Source: an optimization exercise on an open RTL-to-GDS flow (aim: small area, a short achievable clock period and few clock cycles per item). Production flows keep margins and buffers that such runs may drop.
Only simulation tests tie the RTL to the original design; equivalence was not proved.

== run 1 ==
// MCycle
module MCycle
#(
    parameter WIDTH = 32
)
(
    input CLK,
    input RESET,
    input Start,
    input [1:0] MCycleOp,
    input [WIDTH-1:0] Operand1,
    input [WIDTH-1:0] Operand2,
    output [WIDTH-1:0] Result,
    output Busy
);
make LEC_CHECK=0 ABC_AREA=1 CAP_MARGIN=20 CORE_MARGIN=2 CORE_UTILIZATION=40 GPL_ROUTABILITY_DRIVEN=1 SETUP_SLACK_MARGIN=2.9 SLEW_MARGIN=20 SYNTH_HIERARCHICAL=1 TNS_END_PERCENT=10 finish   # period 6.5 ns
run.sh (not shown) runs the stock make flow with config.mk's settings and CLKGATE_MAP_FILE= SYNTH_SCRIPT=/design/flow/synth_recipe.tcl, a recipe that flattens the netlist after the stock synthesis.
Testbench counts of run 1, summed over its fixed seeds: cycles 14,740, items 1,920.
The inputs of run 2 differ from those of run 1 as listed below.
- CORE_UTILIZATION changed from 40 to 25
Findings:
Re number of DRC violations after detailed-routing iteration 0: run 2 is 0.83% up on run 1. Run 1 -> run 2: share of the clock period used by the worst path after layout flat. Changes observed in run 2 relative to run 1: global routing usage on met3 saw a decrease; number of clock-tree buffers in the layout saw a decrease; critical path data required time saw a decrease; cell count saw an increase. H-tree depth reported by CTS across run 1 and run 2: no real change. Relative to run 1, total instance count after detailed placement increased by 425 in run 2.
Input-level comparison between run 3 and run 2:
- changing CORE_UTILIZATION from 25 to 18
[summary]
Instance area after placement up 460 sq um in run 3 wrt run 2
The run with more setup slack is run 2; run 3 has less.
The final instance area of run 3 was inferior to that of run 2.
Die area deteriorates in run 3 relative to run 2.
The run with more routed wire is run 3, not run 2.
Input changes introduced in run 4 (baseline for comparison: run 3):
- swapping 18 for 22 in CORE_UTILIZATION
- swapping 20 for 10 in CAP_MARGIN
- swapping 20 for 10 in SLEW_MARGIN
### Flow results
On global-route met3 utilization: between run 3 and run 4, it ends up lower for run 3.
Run 4 closes out successfully: all stages finished, all timing, DRC and antenna checks passed.
Run 4 ends up with a detailed route wirelength on metal2 that is 3.1% lower than in run 3.

========
zinc:
MCycle again, from the RTL that the note above started with.
// MCycle
module MCycle
#(
    parameter WIDTH = 32
)
(
    input CLK,
    input RESET,
    input Start,
    input [1:0] MCycleOp,
    input [WIDTH-1:0] Operand1,
    input [WIDTH-1:0] Operand2,
    output [WIDTH-1:0] Result,
    output Busy
);
Settings: LEC_CHECK=0, ABC_AREA=1, CAP_MARGIN=20, CORE_MARGIN=2, CORE_UTILIZATION=30, GPL_ROUTABILITY_DRIVEN=1, SETUP_SLACK_MARGIN=3.2, SLEW_MARGIN=20, SYNTH_HIERARCHICAL=1, TNS_END_PERCENT=10; clock period 6.5 ns.
Testbench counts of zinc, summed over its fixed seeds: cycles 14,740, items 1,920.
Input-level comparison between juniper and zinc:
- SETUP_SLACK_MARGIN: 3.2 -> 2.9
- TNS_END_PERCENT: 10 -> 3
Looking at the reports, juniper completed the entire flow and the layout it produced met the timing, DRC and antenna checks. Compared with zinc, juniper shows post-cts sizing count that has gone down by a few percent. [compare] base=zinc new=juniper: wire length of the first global-routing pass up about 2.4%, post-route clock period utilization up 1.6 points, minimum clock period after layout up 0.11 ns.
diff inputs: juniper => lagoon
- a change of CORE_UTILIZATION from 30 to 22
- a change of TNS_END_PERCENT from 3 to 10
- a change of SETUP_SLACK_MARGIN from 2.9 to 3.1
--- outcome ---
First-pass GRT wire length (lower): juniper. Taking juniper as the reference, in lagoon final routed wirelength across all metal layers picked up an extra 2.5%; horizontal die dimension picked up an extra 43 um; layout inverter count without the clock tree neither gained nor lost much. Side by side, final clock period utilization by the worst path turned out lower in lagoon than in juniper.

========
amber:
MCycle again, from the RTL that the note above started with.
==> flow/design.v (excerpt) <==
module MCycle
#(
    parameter WIDTH = 32
)
(
    input CLK,
    input RESET,
    input Start,
    input [1:0] MCycleOp,
    input [WIDTH-1:0] Operand1,
    input [WIDTH-1:0] Operand2,
    output [WIDTH-1:0] Result,
    output Busy
);
    reg        busy;
    reg [1:0]  op;
    reg [1:0]  stg;
    reg [4:0]  cnt;
    reg        one_q, two_q, neg_q, cin_q;    
    reg        one1_q, two1_q, neg1_q;        
    reg [31:0] R, X, Y;
    reg [8:0]  E;
    reg [7:0]  E2;    
    reg [4:0]  F;     
    reg        A3;    
    assign Result = R;
    assign Busy = busy;
    function [32:0] padd;
        input [31:0] a, b;
        input cin;
        reg [32:0] g, p, G, P;
        integer l, i, j;
        begin
            g = {a & b, cin};
            p = {a ^ b, 1'b0};
            G = g; P = p;
            for (l = 0; l < 6; l = l + 1)
                for (i = 0; i < 33; i = i + 1)
                    if ((i >> l) & 1) begin
                        j = ((i >> l) << l) - 1;
                        G[i] = G[i] | (P[i] & G[j]);
                        P[i] = P[i] & P[j];
                    end
            padd = {G[32], p[32:1] ^ G[31:0]};
        end
    endfunction
    function [5:0] lzc32;
        input [31:0] v;
        reg [31:0] z1; reg [15:0] z2; reg [7:0] z3; reg [3:0] z4; reg [1:0] z5;
        reg [15:0] c2; reg [15:0] c3; reg [11:0] c4; reg [7:0] c5;
        integer k;
        begin
            z1 = ~v;
            for (k = 0; k < 16; k = k + 1) begin
                z2[k] = z1[2*k+1] & z1[2*k];
                c2[k] = z1[2*k+1];
            end
            for (k = 0; k < 8; k = k + 1) begin
                z3[k] = z2[2*k+1] & z2[2*k];
                c3[2*k+1 -: 2] = z2[2*k+1] ? {1'b1, c2[2*k]} : {1'b0, c2[2*k+1]};
            end
            for (k = 0; k < 4; k = k + 1) begin
                z4[k] = z3[2*k+1] & z3[2*k];
  ...
clock: 6.5 ns
lec_check: 0
abc_area: 1
cap_margin: 20
core_margin: 2
core_utilization: 25
gpl_routability_driven: 1
setup_slack_margin: 2.8
slew_margin: 20
synth_hierarchical: 1
tns_end_percent: 10
Testbench counts of amber, summed over its fixed seeds: cycles 14,740, items 1,920.
#### Input delta (maple over amber)
Settings: SETUP_SLACK_MARGIN now 2.9, was 2.8; CORE_UTILIZATION now 30, was 25.
## What came out
- Result: PASS for each of amber and maple
- Against amber as the reference, maple delivers a higher wire length.
- maple vs. amber: initial core utilization now larger; register-to-register slack saw a decrease; non-clock buffer count went down 34.
- Comparing maple against amber, there is no change at all in number of sequential cells in the layout.
- Relative to amber, number of fill cells has decreased by 1466 in maple.

========
MCycle again, from the RTL that the note above started with.
Design MCycle, start of the top module:
module MCycle
#(
    parameter WIDTH = 32
)
(
    input CLK,
    input RESET,
    input Start,
    input [1:0] MCycleOp,
    input [WIDTH-1:0] Operand1,
    input [WIDTH-1:0] Operand2,
    output [WIDTH-1:0] Result,
    output Busy
);
Settings: LEC_CHECK=0, ABC_AREA=1, CAP_MARGIN=10, CORE_MARGIN=2, CORE_UTILIZATION=30, GPL_ROUTABILITY_DRIVEN=1, SETUP_SLACK_MARGIN=2.9, SLEW_MARGIN=10, SYNTH_HIERARCHICAL=1, TNS_END_PERCENT=10; clock period 6.5 ns.
Testbench counts at the start, summed over its fixed seeds: cycles 14,740, items 1,920.
==> next run, changes <==
CAP_MARGIN = 20   (was 10)
CORE_UTILIZATION = 22   (was 30)
SLEW_MARGIN = 20   (was 10)
Outcome: The new run went through all stages and came out clean; die area came out higher by a quarter to a third; synthesized area is unchanged; wire length rises slightly; clock-buffer cell count decreases by 1; sequential cell count stays the same; setup slack gains 120 ps.

separate check: timing with driven ports:
In the flow no input, the clock included, has a driving cell. The finished layouts below were timed again as built, in two steps. Step 1, drivers: a clkbuf_16 drives CLK and a buf_2 each remaining input, both assumed. Step 2, shift: input delay + t, output delay - t, t = (earliest + latest rising clock arrival at the registers) / 2. This alone moves slack from input paths to output paths. Three values: ideal, step 1, step 2; two values: the first two.
run | t, ns | setup WS [ns] | worst setup path at the end | slew at the worst register clock pin (ns) | cell pins on the clock port's net
run 1 | 0.523 | 2.640 / 2.640 / 2.203 | input to register | 0.08 / 0.08 | 1
run 2 | 0.525 | 2.632 / 2.665 / 2.140 | input to register | 0.07 / 0.07 | 1
run 3 | 0.537 | 2.545 / 2.545 / 2.125 | input to register | 0.08 / 0.08 | 1
run 4 | 0.534 | 2.663 / 2.663 / 2.287 | input to register | 0.08 / 0.08 | 1
zinc | 0.535 | 2.678 / 2.678 / 2.216 | input to register | 0.07 / 0.07 | 1
juniper | 0.534 | 2.573 / 2.573 / 2.131 | input to register | 0.08 / 0.08 | 1
lagoon | 0.539 | 2.685 / 2.685 / 2.225 | input to register | 0.07 / 0.07 | 1
amber | 0.539 | 2.652 / 2.652 / 2.200 | input to register | 0.07 / 0.07 | 1
maple | 0.528 | 2.558 / 2.558 / 2.176 | input to register | 0.08 / 0.08 | 1
the first run of note 4 | 0.529 | 2.545 / 2.545 / 2.163 | input to register | 0.08 / 0.08 | 1
the second run of note 4 | 0.534 | 2.663 / 2.663 / 2.287 | input to register | 0.08 / 0.08 | 1
After both steps every run listed still meets setup and hold. For run 2, which loses most, drivers alone change the setup slack by +0.033 ns; drivers and shift together by -0.492 ns.
